Background: an optimization exercise with open tools, aiming at small area and a short achievable clock period. Do not read the settings as production practice. In this exercise RTL edits were held to simulation tests only and were not proved equivalent to the original.

**flow/design.v**
```verilog
`timescale 1ns / 1ps
module nf_fa (input logic a, input logic b, input logic c, output logic s, output logic co);
    assign s = a ^ b ^ c;
    assign co = (a & b) | (a & c) | (b & c);
endmodule
module nf_ha (input logic a, input logic b, output logic s, output logic co);
    assign s = a ^ b;
    assign co = a & b;
endmodule
module nf_csa8 (input logic [7:0] a, input logic [7:0] b, input logic [7:0] c, output logic [15:0] y);
    for (genvar i = 0; i < 8; i++) begin : g
        nf_fa u (.a(a[i]), .b(b[i]), .c(c[i]), .s(y[i]), .co(y[8 + i]));
    end
endmodule
module nf_add8 (input logic [7:0] a, input logic [7:0] b, input logic cin, output logic [8:0] y);
    logic [8:0] c;
    assign c[0] = cin;
    for (genvar i = 0; i < 8; i++) begin : g
        nf_fa u (.a(a[i]), .b(b[i]), .c(c[i]), .s(y[i]), .co(c[i + 1]));
    end
    assign y[8] = c[8];
endmodule
module notch_filter #(
    parameter int DATA_WIDTH = 16
)(
    input  logic                    clk,
    input  logic                    rst_n,
    input  logic                    valid_i,
    input  logic signed [DATA_WIDTH-1:0] data_i,
    output logic                    valid_o,
    output logic signed [DATA_WIDTH-1:0] data_o
);
    logic [15:0] x;
    logic [31:0] s1, s2;
    logic [8:1] p;
    logic n80;
    logic n81;
    logic n82;
    logic n83;
    logic n84;
    logic n85;
    logic n86;
    logic n87;
    logic n88;
    logic n89;
    logic n90;
    logic n91;
    logic n92;
    logic n93;
    logic n94;
    logic n95;
    logic n96;
    logic n97;
    logic n98;
    logic n99;
    logic n100;
    logic n101;
    logic n102;
    logic n103;
    logic n104;
    logic n105;
    logic n106;
    logic n107;
    logic n108;
    logic n109;
    logic n110;
    logic n111;
    logic n112;
    logic n113;
    logic n114;
    logic n115;
    logic n116;
    logic n117;
    logic n118;
    logic n119;
    logic n120;
    logic n121;
    logic n122;
    logic n123;
    logic n124;
    logic n125;
    logic n126;
    logic n127;
    logic n128;
    logic n129;
    logic n130;
    logic n131;
    logic n132;
    logic n133;
    logic n134;
    logic n135;
    logic n136;
    logic n137;
    logic n138;
    logic n139;
    logic n140;
    logic n141;
    logic n142;
    logic n143;
    logic n144;
    logic n145;
    logic n146;
    logic n147;
    logic n148;
    logic n149;
    logic n150;
    logic n151;
    logic n152;
    logic n153;
    logic n154;
    logic n155;
    logic n156;
    logic n157;
    logic n158;
    logic n159;
    logic n160;
    logic n161;
    logic n162;
    logic n163;
    logic n164;
    logic n165;
    logic n166;
    logic n167;
    logic n168;
    logic n169;
    logic n170;
    logic n171;
    logic n172;
    logic n173;
    logic n174;
    logic n175;
    logic n176;
    logic n177;
    logic n178;
    logic n179;
    logic n180;
    logic n181;
    logic n182;
    logic n183;
    logic n184;
    logic n185;
    logic n186;
    logic n187;
    logic n188;
    logic n189;
    logic n190;
    logic n191;
    logic n192;
    logic n193;
    logic n194;
    logic n195;
    logic n196;
    logic n197;
    logic n198;
    logic n199;
    logic n200;
    logic n201;
    logic n208;
    logic n209;
    logic n210;
    logic n211;
    logic n212;
    logic n213;
    logic n214;
    logic n215;
    logic n216;
    logic n217;
    logic n218;
    logic n219;
    logic n220;
    logic n221;
    logic n222;
    logic n223;
    logic n224;
    logic n225;
    logic n226;
    logic n227;
    logic n228;
    logic n229;
    logic n230;
    logic n231;
    logic n232;
    logic n233;
    logic n234;
    logic n235;
    logic n236;
    logic n237;
    logic n238;
    logic n239;
    logic n240;
    logic n241;
    logic n242;
    logic n243;
    logic n244;
    logic n245;
    logic n246;
    logic n247;
    logic n248;
    logic n249;
    logic n250;
    logic n251;
    logic n252;
    logic n253;
    logic n254;
    logic n255;
    logic n256;
    logic n257;
    logic n258;
    logic n259;
    logic n260;
    logic n261;
    logic n262;
    logic n263;
    logic n266;
    logic n267;
    logic n268;
    logic n269;
    logic n270;
    logic n271;
    logic n272;
    logic n273;
    logic n274;
    logic n275;
    logic n276;
    logic n277;
    logic n278;
    logic n279;
    logic n280;
    logic n281;
    logic n282;
    logic n283;
    logic n284;
    logic n285;
    logic n286;
    logic n287;
    logic n288;
    logic n289;
    logic n290;
    logic n291;
    logic n292;
    logic n293;
    logic n294;
    logic n295;
    logic n296;
    logic n297;
    logic n298;
    logic n299;
    logic n300;
    logic n301;
    logic n302;
    logic n303;
    logic n304;
    logic n305;
    logic n306;
    logic n307;
    logic n308;
    logic n309;
    logic n310;
    logic n311;
    logic n312;
    logic n313;
    logic n314;
    logic n315;
    logic n316;
    logic n317;
    logic n318;
    logic n319;
    logic n320;
    logic n321;
    logic n322;
    logic n323;
    logic n324;
    logic n325;
    logic n326;
    logic n327;
    logic n328;
    logic n329;
    logic n348;
    logic n349;
    logic n350;
    logic n351;
    logic n352;
    logic n353;
    logic n354;
    logic n355;
    logic n356;
    logic n357;
    logic n358;
    logic n359;
    logic n360;
    logic n361;
    logic n362;
    logic n363;
    logic n364;
    logic n365;
    logic n366;
    logic n367;
    logic n368;
    logic n369;
    logic n370;
    logic n371;
    logic n372;
    logic n373;
    logic n374;
    logic n375;
    logic n376;
    logic n377;
    logic n378;
    logic n379;
    logic n380;
    logic n381;
    logic n382;
    logic n383;
    logic n384;
    logic n385;
    logic n412;
    logic n413;
    logic n414;
    logic n415;
    logic n416;
    logic n417;
    logic n418;
    logic n419;
    logic n420;
    logic n421;
    logic n422;
    logic n423;
    logic n424;
    logic n425;
    logic n426;
    logic n427;
    logic n428;
    logic n429;
    logic n430;
    logic n431;
    logic n432;
    logic n433;
    logic n434;
    logic n435;
    logic n436;
    logic n437;
    logic n438;
    logic n439;
    logic n440;
    logic n441;
    logic n442;
    logic n443;
    logic n444;
    logic n445;
    logic n446;
    logic n447;
    logic n448;
    logic n449;
    logic n450;
    logic n451;
    logic n452;
    logic n453;
    logic n454;
    logic n455;
    logic n456;
    logic n457;
    logic n458;
    logic n459;
    logic n460;
    logic n461;
    logic n462;
    logic n463;
    logic n464;
    logic n465;
    logic n466;
    logic n467;
    logic n468;
    logic n469;
    logic n470;
    logic n471;
    logic n472;
    logic n473;
    logic n474;
    logic n475;
    logic n476;
    logic n477;
    logic n478;
    logic n479;
    logic n480;
    logic n481;
    logic n482;
    logic n483;
    logic n484;
    logic n485;
    logic n486;
    logic n487;
    logic n488;
    logic n489;
    logic n490;
    logic n491;
    logic n492;
    logic n493;
    logic n494;
    logic n495;
    logic n496;
    logic n497;
    logic n498;
    logic n499;
    logic n500;
    logic n501;
    logic n502;
    logic n503;
    logic n504;
    logic n505;
    logic n506;
    logic n507;
    logic n508;
    logic n509;
    logic n510;
    logic n511;
    logic n512;
    logic n513;
    logic n514;
    logic n515;
    logic n516;
    logic n517;
    logic n518;
    logic n519;
    logic n520;
    logic n521;
    logic n522;
    logic n523;
    logic n524;
    logic n525;
    logic n526;
    logic n527;
    logic n528;
    logic n529;
    logic n530;
    logic n531;
    logic n532;
    logic n533;
    logic n534;
    logic n535;
    logic n536;
    logic n537;
    logic n538;
    logic n539;
    logic n540;
    logic n541;
    logic n542;
    logic n543;
    logic n544;
    logic n545;
    logic n546;
    logic n547;
    logic n548;
    logic n549;
    logic n550;
    logic n551;
    logic n552;
    logic n553;
    logic n554;
    logic n555;
    logic n556;
    logic n557;
    logic n558;
    logic n559;
    logic n560;
    logic n561;
    logic n562;
    logic n563;
    logic n564;
    logic n565;
    logic n566;
    logic n567;
    logic n568;
    logic n569;
    logic n570;
    logic n571;
    logic n572;
    logic n573;
    logic n574;
    logic n575;
    logic n576;
    logic n577;
    logic n578;
    logic n579;
    logic n580;
    logic n581;
    logic n582;
    logic n583;
    logic n584;
    logic n585;
    logic n586;
    logic n587;
    logic n588;
    logic n589;
    logic n590;
    logic n591;
    logic n592;
    logic n593;
    logic n594;
    logic n595;
    logic n596;
    logic n597;
    logic xs1;
    logic xs2;
    logic xs3;
    logic n80_d1;
    logic n82_d1;
    logic n84_d1;
    logic n85_d1;
    logic n92_d1;
    logic n94_d1;
    logic n96_d1;
    logic n98_d1;
    logic n100_d1;
    logic n102_d1;
    logic n103_d1;
    logic n109_d1;
    logic n124_d1;
    logic n125_d1;
    logic n140_d1;
    logic n142_d1;
    logic n143_d1;
    logic n145_d1;
    logic n150_d1;
    logic n151_d1;
    logic n166_d1;
    logic n167_d1;
    logic n182_d1;
    logic n183_d1;
    logic n200_d1;
    logic n201_d1;
    logic n208_d1;
    logic n210_d1;
    logic n211_d1;
    logic n224_d1;
    logic n226_d1;
    logic n227_d1;
    logic n242_d1;
    logic n243_d1;
    logic n260_d1;
    logic n261_d1;
    logic n271_d1;
    logic n287_d1;
    logic n304_d1;
    logic n305_d1;
    logic n322_d1;
    logic n323_d1;
    logic n348_d1;
    logic n350_d1;
    logic n352_d1;
    logic n354_d1;
    logic n355_d1;
    logic n364_d1;
    logic n366_d1;
    logic n368_d1;
    logic n370_d1;
    logic n372_d1;
    logic n373_d1;
    logic n380_d1;
    logic n382_d1;
    logic n384_d1;
    logic n384_d2;
    logic n412_d1;
    logic n412_d2;
    logic n414_d1;
    logic n414_d2;
    logic n415_d1;
    logic n416_d1;
    logic n418_d1;
    logic n420_d1;
    logic n422_d1;
    logic n424_d1;
    logic n426_d1;
    logic n428_d1;
    logic n430_d1;
    logic n432_d1;
    logic n433_d1;
    logic n438_d1;
    logic n440_d1;
    logic n442_d1;
    logic n444_d1;
    logic n446_d1;
    logic n447_d1;
    logic n448_d1;
    logic n450_d1;
    logic n452_d1;
    logic n454_d1;
    logic n456_d1;
    logic n457_d1;
    logic n458_d1;
    logic n460_d1;
    logic n462_d1;
    logic n464_d1;
    logic n466_d1;
    logic n468_d1;
    logic n470_d1;
    logic n472_d1;
    logic n474_d1;
    logic n475_d1;
    logic n476_d1;
    logic n478_d1;
    logic n480_d1;
    logic n482_d1;
    logic n484_d1;
    logic n485_d1;
    logic n486_d1;
    logic n487_d1;
    logic n504_d1;
    logic n505_d1;
    logic n522_d1;
    logic n523_d1;
    logic n536_d1;
    logic n537_d1;
    logic n549_d1;
    logic n566_d1;
    logic n567_d1;
    logic n584_d1;
    logic n585_d1;
    logic xd15_1;
    nf_ha u80 (.a(data_i[2]), .b(data_i[0]), .s(n80), .co(n81));
    nf_fa u82 (.a(data_i[3]), .b(data_i[1]), .c(n81), .s(n82), .co(n83));
    nf_fa u84 (.a(data_i[4]), .b(data_i[2]), .c(n83), .s(n84), .co(n85));
    nf_fa u86 (.a(x[5]), .b(x[3]), .c(n85_d1), .s(n86), .co(n87));
    nf_fa u88 (.a(x[6]), .b(x[4]), .c(n87), .s(n88), .co(n89));
    nf_fa u90 (.a(x[7]), .b(x[5]), .c(n89), .s(n90), .co(n91));
    nf_fa u92 (.a(x[8]), .b(x[6]), .c(n91), .s(n92), .co(n93));
    nf_fa u94 (.a(x[9]), .b(x[7]), .c(n93), .s(n94), .co(n95));
    nf_fa u96 (.a(x[10]), .b(x[8]), .c(n95), .s(n96), .co(n97));
    nf_fa u98 (.a(x[11]), .b(x[9]), .c(n97), .s(n98), .co(n99));
    nf_fa u100 (.a(x[12]), .b(x[10]), .c(n99), .s(n100), .co(n101));
    nf_fa u102 (.a(x[13]), .b(x[11]), .c(n101), .s(n102), .co(n103));
    nf_fa u104 (.a(x[14]), .b(x[12]), .c(n103_d1), .s(n104), .co(n105));
    nf_fa u106 (.a(x[15]), .b(x[13]), .c(n105), .s(n106), .co(n107));
    nf_fa u108 (.a(x[15]), .b(x[14]), .c(n107), .s(n108), .co(n109));
    nf_ha u110 (.a(n86), .b(x[0]), .s(n110), .co(n111));
    nf_fa u112 (.a(n88), .b(x[1]), .c(n111), .s(n112), .co(n113));
    nf_fa u114 (.a(n90), .b(n80_d1), .c(n113), .s(n114), .co(n115));
    nf_fa u116 (.a(n92), .b(n82_d1), .c(n115), .s(n116), .co(n117));
    nf_fa u118 (.a(n94), .b(n84_d1), .c(n117), .s(n118), .co(n119));
    nf_fa u120 (.a(n96), .b(n86), .c(n119), .s(n120), .co(n121));
    nf_fa u122 (.a(n98), .b(n88), .c(n121), .s(n122), .co(n123));
    nf_fa u124 (.a(n100), .b(n90), .c(n123), .s(n124), .co(n125));
    nf_fa u126 (.a(n102_d1), .b(n92_d1), .c(n125_d1), .s(n126), .co(n127));
    nf_fa u128 (.a(n104), .b(n94_d1), .c(n127), .s(n128), .co(n129));
    nf_fa u130 (.a(n106), .b(n96_d1), .c(n129), .s(n130), .co(n131));
    nf_fa u132 (.a(n108), .b(n98_d1), .c(n131), .s(n132), .co(n133));
    nf_fa u134 (.a(n109), .b(n100_d1), .c(n133), .s(n134), .co(n135));
    nf_fa u136 (.a(x[15]), .b(n102_d1), .c(n135), .s(n136), .co(n137));
    nf_fa u138 (.a(x[15]), .b(n104), .c(n137), .s(n138), .co(n139));
    nf_fa u140 (.a(x[15]), .b(n106), .c(n139), .s(n140), .co(n141));
    nf_fa u142 (.a(x[15]), .b(n108), .c(n141), .s(n142), .co(n143));
    nf_fa u144 (.a(xs2), .b(n109_d1), .c(n143_d1), .s(n144), .co(n145));
    nf_ha u146 (.a(~data_i[1]), .b(~data_i[0]), .s(n146), .co(n147));
    nf_ha u148 (.a(~n80), .b(n147), .s(n148), .co(n149));
    nf_ha u150 (.a(~n82), .b(n149), .s(n150), .co(n151));
    nf_ha u152 (.a(~n84_d1), .b(n151_d1), .s(n152), .co(n153));
    nf_ha u154 (.a(~n110), .b(n153), .s(n154), .co(n155));
    nf_ha u156 (.a(~n112), .b(n155), .s(n156), .co(n157));
    nf_ha u158 (.a(~n114), .b(n157), .s(n158), .co(n159));
    nf_ha u160 (.a(~n116), .b(n159), .s(n160), .co(n161));
    nf_ha u162 (.a(~n118), .b(n161), .s(n162), .co(n163));
    nf_ha u164 (.a(~n120), .b(n163), .s(n164), .co(n165));
    nf_ha u166 (.a(~n122), .b(n165), .s(n166), .co(n167));
    nf_fa u168 (.a(x[0]), .b(~n124_d1), .c(n167_d1), .s(n168), .co(n169));
    nf_fa u170 (.a(x[1]), .b(~n126), .c(n169), .s(n170), .co(n171));
    nf_fa u172 (.a(x[2]), .b(~n128), .c(n171), .s(n172), .co(n173));
    nf_fa u174 (.a(x[3]), .b(~n130), .c(n173), .s(n174), .co(n175));
    nf_fa u176 (.a(x[4]), .b(~n132), .c(n175), .s(n176), .co(n177));
    nf_fa u178 (.a(x[5]), .b(~n134), .c(n177), .s(n178), .co(n179));
    nf_fa u180 (.a(x[6]), .b(~n136), .c(n179), .s(n180), .co(n181));
    nf_fa u182 (.a(x[7]), .b(~n138), .c(n181), .s(n182), .co(n183));
    nf_fa u184 (.a(x[8]), .b(~n140_d1), .c(n183_d1), .s(n184), .co(n185));
    nf_fa u186 (.a(x[9]), .b(~n142_d1), .c(n185), .s(n186), .co(n187));
    nf_fa u188 (.a(x[10]), .b(~n144), .c(n187), .s(n188), .co(n189));
    nf_fa u190 (.a(x[11]), .b(~n145), .c(n189), .s(n190), .co(n191));
    nf_fa u192 (.a(x[12]), .b(~n145), .c(n191), .s(n192), .co(n193));
    nf_fa u194 (.a(x[13]), .b(~n145), .c(n193), .s(n194), .co(n195));
    nf_fa u196 (.a(x[14]), .b(~n145), .c(n195), .s(n196), .co(n197));
    nf_fa u198 (.a(xs2), .b(~n145), .c(n197), .s(n198), .co(n199));
    nf_fa u200 (.a(xs2), .b(~n145), .c(n199), .s(n200), .co(n201));
    nf_fa u208 (.a(data_i[3]), .b(n146), .c(n81), .s(n208), .co(n209));
    nf_fa u210 (.a(data_i[4]), .b(n148), .c(n209), .s(n210), .co(n211));
    nf_fa u212 (.a(x[5]), .b(n150_d1), .c(n211_d1), .s(n212), .co(n213));
    nf_fa u214 (.a(x[6]), .b(n152), .c(n213), .s(n214), .co(n215));
    nf_fa u216 (.a(x[7]), .b(n154), .c(n215), .s(n216), .co(n217));
    nf_fa u218 (.a(x[8]), .b(n156), .c(n217), .s(n218), .co(n219));
    nf_fa u220 (.a(x[9]), .b(n158), .c(n219), .s(n220), .co(n221));
    nf_fa u222 (.a(x[10]), .b(n160), .c(n221), .s(n222), .co(n223));
    nf_fa u224 (.a(x[11]), .b(n162), .c(n223), .s(n224), .co(n225));
    nf_fa u226 (.a(x[12]), .b(n164), .c(n225), .s(n226), .co(n227));
    nf_fa u228 (.a(x[13]), .b(n166_d1), .c(n227_d1), .s(n228), .co(n229));
    nf_fa u230 (.a(x[14]), .b(n168), .c(n229), .s(n230), .co(n231));
    nf_fa u232 (.a(x[15]), .b(n170), .c(n231), .s(n232), .co(n233));
    nf_fa u234 (.a(x[15]), .b(n172), .c(n233), .s(n234), .co(n235));
    nf_fa u236 (.a(x[15]), .b(n174), .c(n235), .s(n236), .co(n237));
    nf_fa u238 (.a(x[15]), .b(n176), .c(n237), .s(n238), .co(n239));
    nf_fa u240 (.a(x[15]), .b(n178), .c(n239), .s(n240), .co(n241));
    nf_fa u242 (.a(x[15]), .b(n180), .c(n241), .s(n242), .co(n243));
    nf_fa u244 (.a(xs2), .b(n182_d1), .c(n243_d1), .s(n244), .co(n245));
    nf_fa u246 (.a(xs2), .b(n184), .c(n245), .s(n246), .co(n247));
    nf_fa u248 (.a(xs2), .b(n186), .c(n247), .s(n248), .co(n249));
    nf_fa u250 (.a(x[15]), .b(n188), .c(n249), .s(n250), .co(n251));
    nf_fa u252 (.a(xs2), .b(n190), .c(n251), .s(n252), .co(n253));
    nf_fa u254 (.a(xs1), .b(n192), .c(n253), .s(n254), .co(n255));
    nf_fa u256 (.a(x[15]), .b(n194), .c(n255), .s(n256), .co(n257));
    nf_fa u258 (.a(xs2), .b(n196), .c(n257), .s(n258), .co(n259));
    nf_fa u260 (.a(xs1), .b(n198), .c(n259), .s(n260), .co(n261));
    nf_fa u262 (.a(xs3), .b(n200_d1), .c(n261_d1), .s(n262), .co(n263));
    nf_ha u266 (.a(s1[0]), .b(data_i[0]), .s(n266), .co(n267));
    nf_fa u268 (.a(s1[1]), .b(data_i[1]), .c(n267), .s(n268), .co(n269));
    nf_fa u270 (.a(s1[2]), .b(n80), .c(n269), .s(n270), .co(n271));
    nf_fa u272 (.a(s1[3]), .b(n208_d1), .c(n271_d1), .s(n272), .co(n273));
    nf_fa u274 (.a(s1[4]), .b(n210_d1), .c(n273), .s(n274), .co(n275));
    nf_fa u276 (.a(s1[5]), .b(n212), .c(n275), .s(n276), .co(n277));
    nf_fa u278 (.a(s1[6]), .b(n214), .c(n277), .s(n278), .co(n279));
    nf_fa u280 (.a(s1[7]), .b(n216), .c(n279), .s(n280), .co(n281));
    nf_fa u282 (.a(s1[8]), .b(n218), .c(n281), .s(n282), .co(n283));
    nf_fa u284 (.a(s1[9]), .b(n220), .c(n283), .s(n284), .co(n285));
    nf_fa u286 (.a(s1[10]), .b(n222), .c(n285), .s(n286), .co(n287));
    nf_fa u288 (.a(s1[11]), .b(n224_d1), .c(n287_d1), .s(n288), .co(n289));
    nf_fa u290 (.a(s1[12]), .b(n226_d1), .c(n289), .s(n290), .co(n291));
    nf_fa u292 (.a(s1[13]), .b(n228), .c(n291), .s(n292), .co(n293));
    nf_fa u294 (.a(s1[14]), .b(n230), .c(n293), .s(n294), .co(n295));
    nf_fa u296 (.a(s1[15]), .b(n232), .c(n295), .s(n296), .co(n297));
    nf_fa u298 (.a(s1[16]), .b(n234), .c(n297), .s(n298), .co(n299));
    nf_fa u300 (.a(s1[17]), .b(n236), .c(n299), .s(n300), .co(n301));
    nf_fa u302 (.a(s1[18]), .b(n238), .c(n301), .s(n302), .co(n303));
    nf_fa u304 (.a(s1[19]), .b(n240), .c(n303), .s(n304), .co(n305));
    nf_fa u306 (.a(s1[20]), .b(n242_d1), .c(n305_d1), .s(n306), .co(n307));
    nf_fa u308 (.a(s1[21]), .b(n244), .c(n307), .s(n308), .co(n309));
    nf_fa u310 (.a(s1[22]), .b(n246), .c(n309), .s(n310), .co(n311));
    nf_fa u312 (.a(s1[23]), .b(n248), .c(n311), .s(n312), .co(n313));
    nf_fa u314 (.a(s1[24]), .b(n250), .c(n313), .s(n314), .co(n315));
    nf_fa u316 (.a(s1[25]), .b(n252), .c(n315), .s(n316), .co(n317));
    nf_fa u318 (.a(s1[26]), .b(n254), .c(n317), .s(n318), .co(n319));
    nf_fa u320 (.a(s1[27]), .b(n256), .c(n319), .s(n320), .co(n321));
    nf_fa u322 (.a(s1[28]), .b(n258), .c(n321), .s(n322), .co(n323));
    nf_fa u324 (.a(s1[29]), .b(n260_d1), .c(n323_d1), .s(n324), .co(n325));
    nf_fa u326 (.a(s1[30]), .b(n262), .c(n325), .s(n326), .co(n327));
    nf_fa u328 (.a(s1[31]), .b(n262), .c(n327), .s(n328), .co(n329));
    nf_ha u348 (.a(~x[0]), .b(n294), .s(n348), .co(n349));
    nf_fa u350 (.a(~x[1]), .b(n296), .c(n349), .s(n350), .co(n351));
    nf_fa u352 (.a(~x[2]), .b(n298), .c(n351), .s(n352), .co(n353));
    nf_fa u354 (.a(~x[3]), .b(n300), .c(n353), .s(n354), .co(n355));
    nf_fa u356 (.a(x[4]), .b(s1[18]), .c(~n355_d1), .s(n356), .co(n357));
    nf_fa u358 (.a(x[5]), .b(~n304_d1), .c(n357), .s(n358), .co(n359));
    nf_fa u360 (.a(x[6]), .b(~n306), .c(n359), .s(n360), .co(n361));
    nf_fa u362 (.a(x[7]), .b(~n308), .c(n361), .s(n362), .co(n363));
    nf_fa u364 (.a(x[8]), .b(~n310), .c(n363), .s(n364), .co(n365));
    nf_fa u366 (.a(x[9]), .b(~n312), .c(n365), .s(n366), .co(n367));
    nf_fa u368 (.a(x[10]), .b(~n314), .c(n367), .s(n368), .co(n369));
    nf_fa u370 (.a(x[11]), .b(~n316), .c(n369), .s(n370), .co(n371));
    nf_fa u372 (.a(x[12]), .b(~n318), .c(n371), .s(n372), .co(n373));
    nf_fa u374 (.a(x[13]), .b(s1[27]), .c(n373_d1), .s(n374), .co(n375));
    nf_fa u376 (.a(x[14]), .b(~n322_d1), .c(n375), .s(n376), .co(n377));
    nf_fa u378 (.a(xs3), .b(~n324), .c(n377), .s(n378), .co(n379));
    nf_fa u380 (.a(xs3), .b(~n326), .c(n379), .s(n380), .co(n381));
    nf_fa u382 (.a(xs3), .b(~n328), .c(n381), .s(n382), .co(n383));
    nf_fa u384 (.a(xs3), .b(~n328), .c(n383), .s(n384), .co(n385));
    nf_ha u412 (.a(~n350), .b(~n348), .s(n412), .co(n413));
    nf_fa u414 (.a(n352), .b(n350), .c(~n413), .s(n414), .co(n415));
    nf_fa u416 (.a(n354_d1), .b(n352_d1), .c(n415_d1), .s(n416), .co(n417));
    nf_fa u418 (.a(~n356), .b(n354_d1), .c(n417), .s(n418), .co(n419));
    nf_fa u420 (.a(n358), .b(n356), .c(~n419), .s(n420), .co(n421));
    nf_fa u422 (.a(n360), .b(n358), .c(n421), .s(n422), .co(n423));
    nf_fa u424 (.a(n362), .b(n360), .c(n423), .s(n424), .co(n425));
    nf_fa u426 (.a(n364), .b(n362), .c(n425), .s(n426), .co(n427));
    nf_fa u428 (.a(n366), .b(n364), .c(n427), .s(n428), .co(n429));
    nf_fa u430 (.a(n368), .b(n366), .c(n429), .s(n430), .co(n431));
    nf_fa u432 (.a(n370), .b(n368), .c(n431), .s(n432), .co(n433));
    nf_fa u434 (.a(n372_d1), .b(n370_d1), .c(n433_d1), .s(n434), .co(n435));
    nf_fa u436 (.a(n374), .b(n372_d1), .c(n435), .s(n436), .co(n437));
    nf_fa u438 (.a(n376), .b(n374), .c(n437), .s(n438), .co(n439));
    nf_fa u440 (.a(n378), .b(n376), .c(n439), .s(n440), .co(n441));
    nf_fa u442 (.a(n380), .b(n378), .c(n441), .s(n442), .co(n443));
    nf_fa u444 (.a(n382), .b(n380), .c(n443), .s(n444), .co(n445));
    nf_fa u446 (.a(n384), .b(n382), .c(n445), .s(n446), .co(n447));
    nf_ha u448 (.a(n420), .b(~n348_d1), .s(n448), .co(n449));
    nf_fa u450 (.a(n422), .b(n412_d1), .c(n449), .s(n450), .co(n451));
    nf_fa u452 (.a(n424), .b(~n414_d1), .c(n451), .s(n452), .co(n453));
    nf_fa u454 (.a(n426), .b(~n416), .c(n453), .s(n454), .co(n455));
    nf_fa u456 (.a(n428), .b(~n418), .c(n455), .s(n456), .co(n457));
    nf_fa u458 (.a(n430_d1), .b(n420_d1), .c(n457_d1), .s(n458), .co(n459));
    nf_fa u460 (.a(n432_d1), .b(n422_d1), .c(n459), .s(n460), .co(n461));
    nf_fa u462 (.a(n434), .b(n424_d1), .c(n461), .s(n462), .co(n463));
    nf_fa u464 (.a(n436), .b(n426_d1), .c(n463), .s(n464), .co(n465));
    nf_fa u466 (.a(n438), .b(n428_d1), .c(n465), .s(n466), .co(n467));
    nf_fa u468 (.a(n440), .b(n430_d1), .c(n467), .s(n468), .co(n469));
    nf_fa u470 (.a(n442), .b(n432_d1), .c(n469), .s(n470), .co(n471));
    nf_fa u472 (.a(n444), .b(n434), .c(n471), .s(n472), .co(n473));
    nf_fa u474 (.a(n446), .b(n436), .c(n473), .s(n474), .co(n475));
    nf_fa u476 (.a(n447_d1), .b(n438_d1), .c(n475_d1), .s(n476), .co(n477));
    nf_fa u478 (.a(n447_d1), .b(n440_d1), .c(n477), .s(n478), .co(n479));
    nf_fa u480 (.a(n447_d1), .b(n442_d1), .c(n479), .s(n480), .co(n481));
    nf_fa u482 (.a(n447_d1), .b(n444_d1), .c(n481), .s(n482), .co(n483));
    nf_fa u484 (.a(n447_d1), .b(n446_d1), .c(n483), .s(n484), .co(n485));
    nf_ha u486 (.a(n454), .b(~n348_d1), .s(n486), .co(n487));
    nf_fa u488 (.a(n456_d1), .b(n412_d2), .c(n487_d1), .s(n488), .co(n489));
    nf_fa u490 (.a(n458), .b(~n414_d2), .c(n489), .s(n490), .co(n491));
    nf_fa u492 (.a(n460), .b(~n416_d1), .c(n491), .s(n492), .co(n493));
    nf_fa u494 (.a(n462), .b(~n418_d1), .c(n493), .s(n494), .co(n495));
    nf_fa u496 (.a(n464), .b(n448_d1), .c(n495), .s(n496), .co(n497));
    nf_fa u498 (.a(n466), .b(n450_d1), .c(n497), .s(n498), .co(n499));
    nf_fa u500 (.a(n468), .b(n452_d1), .c(n499), .s(n500), .co(n501));
    nf_fa u502 (.a(n470), .b(n454_d1), .c(n501), .s(n502), .co(n503));
    nf_fa u504 (.a(n472), .b(n456_d1), .c(n503), .s(n504), .co(n505));
    nf_fa u506 (.a(n474_d1), .b(n458_d1), .c(n505_d1), .s(n506), .co(n507));
    nf_fa u508 (.a(n476), .b(n460_d1), .c(n507), .s(n508), .co(n509));
    nf_fa u510 (.a(n478), .b(n462_d1), .c(n509), .s(n510), .co(n511));
    nf_fa u512 (.a(n480), .b(n464_d1), .c(n511), .s(n512), .co(n513));
    nf_fa u514 (.a(n482), .b(n466_d1), .c(n513), .s(n514), .co(n515));
    nf_fa u516 (.a(n484), .b(n468_d1), .c(n515), .s(n516), .co(n517));
    nf_fa u518 (.a(n485), .b(n470_d1), .c(n517), .s(n518), .co(n519));
    nf_fa u520 (.a(n485), .b(n472_d1), .c(n519), .s(n520), .co(n521));
    nf_fa u522 (.a(n485), .b(n474_d1), .c(n521), .s(n522), .co(n523));
    nf_fa u524 (.a(n485_d1), .b(n476_d1), .c(n523_d1), .s(n524), .co(n525));
    nf_fa u526 (.a(n485_d1), .b(n478_d1), .c(n525), .s(n526), .co(n527));
    nf_fa u528 (.a(n485_d1), .b(n480_d1), .c(n527), .s(n528), .co(n529));
    nf_fa u530 (.a(n485_d1), .b(n482_d1), .c(n529), .s(n530), .co(n531));
    nf_fa u532 (.a(n485_d1), .b(n484_d1), .c(n531), .s(n532), .co(n533));
    nf_ha u534 (.a(~n348), .b(s2[0]), .s(n534), .co(n535));
    nf_fa u536 (.a(n412), .b(s2[1]), .c(n535), .s(n536), .co(n537));
    nf_fa u538 (.a(~n414_d1), .b(s2[2]), .c(n537_d1), .s(n538), .co(n539));
    nf_fa u540 (.a(~n416), .b(s2[3]), .c(n539), .s(n540), .co(n541));
    nf_fa u542 (.a(~n418), .b(s2[4]), .c(n541), .s(n542), .co(n543));
    nf_fa u544 (.a(n448), .b(s2[5]), .c(n543), .s(n544), .co(n545));
    nf_fa u546 (.a(n450), .b(s2[6]), .c(n545), .s(n546), .co(n547));
    nf_fa u548 (.a(n452), .b(s2[7]), .c(n547), .s(n548), .co(n549));
    nf_fa u550 (.a(n486_d1), .b(s2[8]), .c(n549_d1), .s(n550), .co(n551));
    nf_fa u552 (.a(n488), .b(s2[9]), .c(n551), .s(n552), .co(n553));
    nf_fa u554 (.a(n490), .b(s2[10]), .c(n553), .s(n554), .co(n555));
    nf_fa u556 (.a(n492), .b(s2[11]), .c(n555), .s(n556), .co(n557));
    nf_fa u558 (.a(n494), .b(s2[12]), .c(n557), .s(n558), .co(n559));
    nf_fa u560 (.a(n496), .b(s2[13]), .c(n559), .s(n560), .co(n561));
    nf_fa u562 (.a(n498), .b(s2[14]), .c(n561), .s(n562), .co(n563));
    nf_fa u564 (.a(n500), .b(s2[15]), .c(n563), .s(n564), .co(n565));
    nf_fa u566 (.a(n502), .b(s2[16]), .c(n565), .s(n566), .co(n567));
    nf_fa u568 (.a(n504_d1), .b(s2[17]), .c(n567_d1), .s(n568), .co(n569));
    nf_fa u570 (.a(n506), .b(s2[18]), .c(n569), .s(n570), .co(n571));
    nf_fa u572 (.a(n508), .b(s2[19]), .c(n571), .s(n572), .co(n573));
    nf_fa u574 (.a(n510), .b(s2[20]), .c(n573), .s(n574), .co(n575));
    nf_fa u576 (.a(n512), .b(s2[21]), .c(n575), .s(n576), .co(n577));
    nf_fa u578 (.a(n514), .b(s2[22]), .c(n577), .s(n578), .co(n579));
    nf_fa u580 (.a(n516), .b(s2[23]), .c(n579), .s(n580), .co(n581));
    nf_fa u582 (.a(n518), .b(s2[24]), .c(n581), .s(n582), .co(n583));
    nf_fa u584 (.a(n520), .b(s2[25]), .c(n583), .s(n584), .co(n585));
    nf_fa u586 (.a(n522_d1), .b(s2[26]), .c(n585_d1), .s(n586), .co(n587));
    nf_fa u588 (.a(n524), .b(s2[27]), .c(n587), .s(n588), .co(n589));
    nf_fa u590 (.a(n526), .b(s2[28]), .c(n589), .s(n590), .co(n591));
    nf_fa u592 (.a(n528), .b(s2[29]), .c(n591), .s(n592), .co(n593));
    nf_fa u594 (.a(n530), .b(s2[30]), .c(n593), .s(n594), .co(n595));
    nf_fa u596 (.a(n532), .b(s2[31]), .c(n595), .s(n596), .co(n597));
    always_ff @(posedge clk) begin
        xs1 <= x[15];
        xs2 <= xs1;
        xs3 <= xs2;
        n80_d1 <= n80;
        n82_d1 <= n82;
        n84_d1 <= n84;
        n85_d1 <= n85;
        n92_d1 <= n92;
        n94_d1 <= n94;
        n96_d1 <= n96;
        n98_d1 <= n98;
        n100_d1 <= n100;
        n102_d1 <= n102;
        n103_d1 <= n103;
        n109_d1 <= n109;
        n124_d1 <= n124;
        n125_d1 <= n125;
        n140_d1 <= n140;
        n142_d1 <= n142;
        n143_d1 <= n143;
        n145_d1 <= n145;
        n150_d1 <= n150;
        n151_d1 <= n151;
        n166_d1 <= n166;
        n167_d1 <= n167;
        n182_d1 <= n182;
        n183_d1 <= n183;
        n200_d1 <= n200;
        n201_d1 <= n201;
        n208_d1 <= n208;
        n210_d1 <= n210;
        n211_d1 <= n211;
        n224_d1 <= n224;
        n226_d1 <= n226;
        n227_d1 <= n227;
        n242_d1 <= n242;
        n243_d1 <= n243;
        n260_d1 <= n260;
        n261_d1 <= n261;
        n271_d1 <= n271;
        n287_d1 <= n287;
        n304_d1 <= n304;
        n305_d1 <= n305;
        n322_d1 <= n322;
        n323_d1 <= n323;
        n348_d1 <= n348;
        n350_d1 <= n350;
        n352_d1 <= n352;
        n354_d1 <= n354;
        n355_d1 <= n355;
        n364_d1 <= n364;
        n366_d1 <= n366;
        n368_d1 <= n368;
        n370_d1 <= n370;
        n372_d1 <= n372;
        n373_d1 <= n373;
        n380_d1 <= n380;
        n382_d1 <= n382;
        n384_d1 <= n384;
        n384_d2 <= n384_d1;
        n412_d1 <= n412;
        n412_d2 <= n412_d1;
        n414_d1 <= n414;
        n414_d2 <= n414_d1;
        n415_d1 <= n415;
        n416_d1 <= n416;
        n418_d1 <= n418;
        n420_d1 <= n420;
        n422_d1 <= n422;
        n424_d1 <= n424;
        n426_d1 <= n426;
        n428_d1 <= n428;
        n430_d1 <= n430;
        n432_d1 <= n432;
        n433_d1 <= n433;
        n438_d1 <= n438;
        n440_d1 <= n440;
        n442_d1 <= n442;
        n444_d1 <= n444;
        n446_d1 <= n446;
        n447_d1 <= n447;
        n448_d1 <= n448;
        n450_d1 <= n450;
        n452_d1 <= n452;
        n454_d1 <= n454;
        n456_d1 <= n456;
        n457_d1 <= n457;
        n458_d1 <= n458;
        n460_d1 <= n460;
        n462_d1 <= n462;
        n464_d1 <= n464;
        n466_d1 <= n466;
        n468_d1 <= n468;
        n470_d1 <= n470;
        n472_d1 <= n472;
        n474_d1 <= n474;
        n475_d1 <= n475;
        n476_d1 <= n476;
        n478_d1 <= n478;
        n480_d1 <= n480;
        n482_d1 <= n482;
        n484_d1 <= n484;
        n485_d1 <= n485;
        n486_d1 <= n486;
        n487_d1 <= n487;
        n504_d1 <= n504;
        n505_d1 <= n505;
        n522_d1 <= n522;
        n523_d1 <= n523;
        n536_d1 <= n536;
        n537_d1 <= n537;
        n549_d1 <= n549;
        n566_d1 <= n566;
        n567_d1 <= n567;
        n584_d1 <= n584;
        n585_d1 <= n585;
        xd15_1 <= x[15];
        if (valid_i) x <= data_i;
    end
    always_ff @(posedge clk or negedge rst_n) begin
        if (!rst_n) begin
            p  <= '0;
            s1 <= '0;
            s2 <= '0;
        end else begin
            p <= {p[7:1], valid_i};
            if (p[2]) s1[0] <= n534;
            if (p[3]) s1[1] <= n536_d1;
            if (p[3]) s1[2] <= n538;
            if (p[3]) s1[3] <= n540;
            if (p[3]) s1[4] <= n542;
            if (p[3]) s1[5] <= n544;
            if (p[3]) s1[6] <= n546;
            if (p[3]) s1[7] <= n548;
            if (p[4]) s1[8] <= n550;
            if (p[4]) s1[9] <= n552;
            if (p[4]) s1[10] <= n554;
            if (p[4]) s1[11] <= n556;
            if (p[4]) s1[12] <= n558;
            if (p[4]) s1[13] <= n560;
            if (p[2]) s1[14] <= ~n294;
            if (p[4]) s1[14] <= n562;
            if (p[2]) s1[15] <= ~n296;
            if (p[4]) s1[15] <= n564;
            if (p[2]) s1[16] <= ~n298;
            if (p[5]) s1[16] <= n566_d1;
            if (p[2]) s1[17] <= ~n300;
            if (p[5]) s1[17] <= n568;
            if (p[2]) s1[18] <= ~n302;
            if (p[5]) s1[18] <= n570;
            if (p[3]) s1[19] <= ~n304_d1;
            if (p[5]) s1[19] <= n572;
            if (p[3]) s1[20] <= ~n306;
            if (p[5]) s1[20] <= n574;
            if (p[3]) s1[21] <= ~n308;
            if (p[5]) s1[21] <= n576;
            if (p[3]) s1[22] <= ~n310;
            if (p[5]) s1[22] <= n578;
            if (p[3]) s1[23] <= ~n312;
            if (p[5]) s1[23] <= n580;
            if (p[3]) s1[24] <= ~n314;
            if (p[5]) s1[24] <= n582;
            if (p[3]) s1[25] <= ~n316;
            if (p[6]) s1[25] <= n584_d1;
            if (p[3]) s1[26] <= ~n318;
            if (p[6]) s1[26] <= n586;
            if (p[3]) s1[27] <= ~n320;
            if (p[6]) s1[27] <= n588;
            if (p[4]) s1[28] <= ~n322_d1;
            if (p[6]) s1[28] <= n590;
            if (p[4]) s1[29] <= ~n324;
            if (p[6]) s1[29] <= n592;
            if (p[4]) s1[30] <= ~n326;
            if (p[6]) s1[30] <= n594;
            if (p[4]) s1[31] <= ~n328;
            if (p[6]) s1[31] <= n596;
            if (p[5]) s2[7:0] <= ds_s2;
            if (p[6]) s2[15:8] <= ds_s2;
            if (p[7]) s2[23:16] <= ds_s2;
            if (p[8]) s2[31:24] <= ds_s2;
        end
    end
    logic [15:0] ds_xq1;
    logic [15:0] ds_xq2;
    logic [15:0] ds_xq3;
    logic [7:0] ds_x, ds_q, ds_d, ds_e, ds_e5, ds_e165, ds_t2, ds_s2;
    logic [7:0] ds_rd, ds_rd1, ds_rd2, ds_rd3, ds_re, ds_re165, ds_dr, ds_qr;
    logic [1:0] ds_eh, ds_e165h;
    logic [6:0] ds_e5h;
    logic [7:0] ds_re5, ds_v, ds_w;
    logic [15:0] ds_cs;
    logic ds_ca1, ds_ca2, ds_cb1, ds_cb2, ds_cc1, ds_cc2;
    logic [8:0] ds_sa1, ds_sa2, ds_sb1, ds_sb2, ds_sc1, ds_sc2;
    nf_add8 u_ds_sa2 (.a(ds_dr), .b(ds_qr), .cin(ds_ca2), .y(ds_sa2));
    assign ds_e = ds_sa2[7:0];
    nf_add8 u_ds_sb1 (.a(ds_e), .b({ds_e[5:0], ds_eh}), .cin(ds_cb1), .y(ds_sb1));
    assign ds_e5 = ds_sb1[7:0];
    nf_add8 u_ds_sc1 (.a(ds_e), .b({ds_rd1[1:0], ds_rd2[7:2]}), .cin(ds_cc1), .y(ds_sc1));
    assign ds_t2 = ds_sc1[7:0];
    assign ds_v = ~{ds_re5[5:0], ds_e5h[6:5]};
    assign ds_w = ~{ds_re5[0], ds_e5h};
    nf_csa8 u_ds_cs (.a(ds_re), .b(ds_v), .c(ds_w), .y(ds_cs));
    nf_add8 u_ds_sc2 (.a(ds_cs[7:0]), .b({ds_cs[14:8], ds_cb2}), .cin(ds_cc2), .y(ds_sc2));
    assign ds_s2 = ds_sc2[7:0];
    always_ff @(posedge clk) begin
        ds_dr <= p[3] ? {n362, n360, n358, n356, ~n354_d1, ~n352_d1, ~n350_d1, ~n348_d1} : p[4] ? {n378, n376, n374, n372_d1, n370_d1, n368_d1, n366_d1, n364_d1} : p[5] ? {n384_d1, n384_d1, n384_d1, n384_d1, n384_d1, n384_d1, n382_d1, n380_d1} : {n384_d2, n384_d2, n384_d2, n384_d2, n384_d2, n384_d2, n384_d2, n384_d2};
        ds_qr <= p[3] ? {~n308, ~n306, ~n304_d1, s1[18], s1[17], s1[16], s1[15], s1[14]} : p[4] ? {~n324, ~n322_d1, s1[27], s1[26], s1[25], s1[24], s1[23], s1[22]} : p[5] ? {s1[31], s1[31], s1[31], s1[31], s1[31], s1[31], s1[31], s1[30]} : {s1[31], s1[31], s1[31], s1[31], s1[31], s1[31], s1[31], s1[31]};
        ds_ca2 <= p[3] | ds_sa2[8];
        ds_cb1 <= ~p[3] & ds_sb1[8];
        ds_cc1 <= ~p[3] & ds_sc1[8];
        ds_eh <= p[3] ? 2'b0 : ds_e[7:6];
        ds_rd1 <= p[3] ? 8'b0 : ds_dr;
        ds_rd2 <= (p[3] | p[4]) ? 8'b0 : ds_rd1;
        ds_re <= ds_t2;
        ds_re5 <= ds_e5;
        ds_cb2 <= p[4] | ds_cs[15];
        ds_cc2 <= p[4] | ds_sc2[8];
        ds_e5h <= p[4] ? 7'b0 : ds_re5[7:1];
    end
    assign valid_o = p[4];
    assign data_o[0] = ~s1[14];
    assign data_o[1] = ~s1[15];
    assign data_o[2] = ~s1[16];
    assign data_o[3] = ~s1[17];
    assign data_o[4] = ~s1[18];
    assign data_o[5] = ~s1[19];
    assign data_o[6] = ~s1[20];
    assign data_o[7] = ~s1[21];
    assign data_o[8] = ~s1[22];
    assign data_o[9] = ~s1[23];
    assign data_o[10] = ~s1[24];
    assign data_o[11] = ~s1[25];
    assign data_o[12] = ~s1[26];
    assign data_o[13] = ~s1[27];
    assign data_o[14] = n322_d1;
    assign data_o[15] = n324;
endmodule
```
**flow/run.sh**
```bash
#!/bin/bash
# synth_recipe.tcl (not shown) runs the flow's synth.tcl, then flattens the netlist and writes it again
# the make line also repeats each setting of config.mk as NAME=value (left out here)
make -C /OpenROAD-flow-scripts/flow DESIGN_CONFIG=/design/flow/config.mk WORK_HOME=/design/flow/orfs CLKGATE_MAP_FILE= SYNTH_SCRIPT=/design/flow/synth_recipe.tcl finish
```
**flow/config.mk**
```make
export PLATFORM = sky130hd
export DESIGN_NAME = notch_filter
export DESIGN_NICKNAME = notch_filter
export VERILOG_FILES = /design/flow/design.v
export SDC_FILE = /design/flow/constraint.sdc
export NUM_CORES = 4
export LEC_CHECK = 0
export CAP_MARGIN = 20
export CORE_MARGIN = 2
export CORE_UTILIZATION = 40
export CTS_CLUSTER_DIAMETER = 150
export CTS_CLUSTER_SIZE = 30
export SLEW_MARGIN = 20
export SYNTH_HIERARCHICAL = 1
```
**flow/constraint.sdc**
```tcl
create_clock -name core_clock -period 12.0 [get_ports {clk}]
set_input_delay 2.4000 -clock core_clock [delete_from_list [all_inputs] [get_ports {clk}]]
set_output_delay 2.4000 -clock core_clock [all_outputs]
set_load 0.01 [all_outputs]
```
==> results.py <==
metrics = {
    "clock_network": {
        "path_clk_slew_ns": 0.11,
        "hold_buffers": 0,
        "clock_latency_ns": 0.50,
        "cts_setup_buffers": 0,
        "cts_resized": 0,
        "cts_root_buffer": "clkbuf_16",
        "clk_path_buf_depth": 3,
        "cts_sinks": 262,
        "cts_made_buffers": 12,
        "cts_tree": "yes",
        "htreeDepth": 1,
    },
    "place": {
        "dp_slack_ns": 7.20,
        "io_buffers": 35,
        "post-dp-hpwl_microns": 19800,
        "gp_congestion": 0.808,
        "placed_cell_area_sq_mm": 0.0135,
    },
    "job": {
        "max_cap_viol_count": 0,
    },
    "logic_synthesis": {
        "synth_area_per_cell_sq_um": 15.5,
        "syn-num-nets": 1116,
        "synth_cell_types": 27,
        "yosysWarnings": 7,
        "synth.cell_area_sq_mm": 0.0128,
        "seq_area_frac_synth_pct": 45.1,
        "ys_seq_elements": 262,
        "syn_inst": 824,
    },
    "finish": {
        "nNetsFinal": 1144,
        "drive_gt1_share_pct": 8.16,
        "nFillCells": 2834,
        "diodes": 0,
        "mostFrequentLayoutCells": "fa_1, dfxtp_1, inv_1",
        "final_common_cell": "fa_1",
        "area_growth_pct": 8.63,
        "design_area_sq_mm": 0.0139,
    },
    "grt": {
        "grt_pass1_wl_microns": 39200,
        "overflow": 0,
        "grt_usage_pct": 15.8,
        "grt_pass1_vias": 6486,
        "grt_max_degree": 73,
        "grt_antenna_before_repair": 3,
    },
    "worst_setup_path": {
        "worstSetupEndpointType": "flop",
        "cp_slowest_cell": "fa_1",
        "slowest_delay_ns": 0.66,
        "crit_path_frequent_cell": "fa_1",
        "arrival_ns": 5.11,
        "cp_cell_sequence": "fa_1, fa_1, fa_1, fa_1, fa_1, fa_1, fa_1, fa_1",
        "crit_fanout": 5,
        "required_ns": 12.38,
        "critPathLaunchType": "flop",
        "crit_type": "flop to flop",
    },
    "sta": {
        "fin_tns_setup_ns": 0,
        "maxSlewViolCount": 0,
        "fin_ws_ns": 7.27,
        "hold_viol": 0,
        "timing.fmax_mhz": 212,
        "finalCriticalPeriod_ns": 4.73,
        "relSlewSlack_pct": 32.8,
        "rsz0062_at_grt": "no",
        "fin_crit_sh_pct": 39.4,
        "tightest_slew_ns": 1.01,
        "finClkSkew_ns": 0.0212,
        "finalSetupViolCount": 0,
    },
    "detailed_routing": {
        "first_iter_violations": 341,
        "first_pass_iters": 4,
        "routedWlPerCell_microns": 19.3,
        "vias": 5787,
        "vias_per_cell": 4.59,
        "postRouteAntennaNets": 0,
        "drc": 0,
        "wirelength_microns": 24300,
    },
    "floorplanning": {
        "num_io_pins": 36,
        "core_sq_mm": 0.0316,
        "initial_core_util_pct": 40.5,
        "dieWidth_microns": 183,
        "die_area_sq_mm": 0.0334,
        "die_y_microns": 183,
        "row_count": 65,
    },
    "worst_hold_path": {
        "hold_class": "flop to flop",
    },
    "status": {
        "status": "finished clean",
    },
}
## synthesized netlist by cell type
library cell  number  area share [%]
and2_1             6            0.29
buf_4              8            0.47
dfrtp_1           72              14
ha_1              19             1.9
o22ai_1            6            0.29
or2_2              3            0.15
o21a_1             1           0.059
edfxtp_1          16             3.8
buf_2              9            0.35
dfxtp_1          174              27
mux2_2            46             4.1
fa_1             254              40
nand2_1           34             1.0
clkbuf_1           8            0.23
nand2b_1           1           0.049
mux2i_1            5            0.39
clkinv_1           1           0.029
a211oi_1           8            0.47
nor2_1            15            0.44
a221oi_1           2            0.14
a21o_1             1           0.059
o21ai_0           30             1.2
a2111oi_4          1            0.22
inv_1             80             2.3
a21oi_1            7            0.27
nor3_1             1           0.039
nor2b_1           16            0.78
## routing by layer
| metal | track usage [%] | share of wire (%) | vias to the layer above |
|---|---|---|---|
| met4 | 3.20 | 1.8 | 0 |
| met1 | 24.3 | 48 | 3077 |
| met2 | 24.6 | 46 | 92 |
| met3 | 1.69 | 3.4 | 22 |
| met5 | 0 | 0 | - |
| li1 | - | - | 2596 |
## per-module statistics from Yosys (local to each module, per instance), a selection
module	cells inside	flops+latches	times used	cell area, sq um
notch_filter	547	262	1	7440
nf_fa	1	0	254	20.0
nf_ha	1	0	19	12.5
nf_add8	1	0	4	7.51
## metrics by stage
stage	hold WS [ns]	cells	util, %
detailed placement	0.335	1240	42.9
global route	0.380	1260	44.0
CTS	0.362	1260	44.0
global placement	0.332	1240	42.9
finish	0.360	1260	44.0
floorplan	0.331	824	-
## registers in the layout, summed over array words and instances (netlist names), 7 cells and up
signal and flops:
s1 32, ds_e5h 7, x 16, ds_re5 8, ds_rd1 8, s2 32, ds_qr 8, ds_re 8
p 8, ds_dr 8
## worst max-delay path: cells and delay by family (launching register included)
| kind | cells | cell delay, ns |
|---|---|---|
| DFF | 1 | 0.63 |
| adders and majority gates | 8 | 3.99 |
## logic make-up (layout without fill, tap and decap cells)
logic type | after synthesis | after routing | share of synthesized area (%)
muxes | 51 | 51 | 4.44
adders and majority gates | 273 | 273 | 41.6
and+or+nand+nor | 76 | 76 | 2.75
buffers and inverters | 106 | 140 | 3.43
DFF | 262 | 262 | 45.1
AOI/OAI and AO/OA | 56 | 56 | 2.68
## final timing paths
kind,start,end,cells after the start,slack [ns]
worst max-delay path,x[13]$_DFFE_PP_,n566_d1$_DFF_P_,8,7.27
worst min-delay path,p[1]$_DFF_PN0_,p[2]$_DFF_PN0_,0,0.36
worst max register to register,x[13]$_DFFE_PP_,n566_d1$_DFF_P_,8,7.27
worst min register to register,p[1]$_DFF_PN0_,p[2]$_DFF_PN0_,0,0.36
max in group asynchronous,rst_n,p[3]$_DFF_PN0_,1,9.25
min in group asynchronous,rst_n,p[4]$_DFF_PN0_,1,2.00
## area by class of cell
| type | count | area [sq um] | area share (%) |
|---|---|---|---|
| inverter | 81 | 304 | 2.19 |
| clock inverter | 1 | 8.76 | 0.0630 |
| sequential | 262 | 5770 | 41.5 |
| tap | 402 | 503 | 3.62 |
| multi-input combinational | 456 | 6590 | 47.4 |
| timing repair buffer | 39 | 378 | 2.72 |
| clock buffer | 19 | 348 | 2.50 |

==> afterwards: timing with drivers on the ports <==
How much do the figures lean on ideal ports? The routed layout below was timed once more, with nothing changed but the port constraints. Step 1 assumes that a clkbuf_16 drives the clock port and a buf_2 every other input. Step 2 adds t to the input delays and takes it off the output delays; t is the mean of the earliest and latest rising clock arrival at the registers after step 1. Input paths then give back, and output paths get back, about the clock's delay inside the block. Slacks: ideal ports / drivers / drivers and shift; pairs: ideal ports / drivers.
t (ns): 0.537
slack for setup (ns): 7.272 / 7.272 / 7.272
latest minus earliest clock arrival (ns): 0.022 / 0.022
After both steps this run still meets setup and hold. For this run, drivers alone change the setup slack by 0.000 ns; drivers and shift together by 0.000 ns.
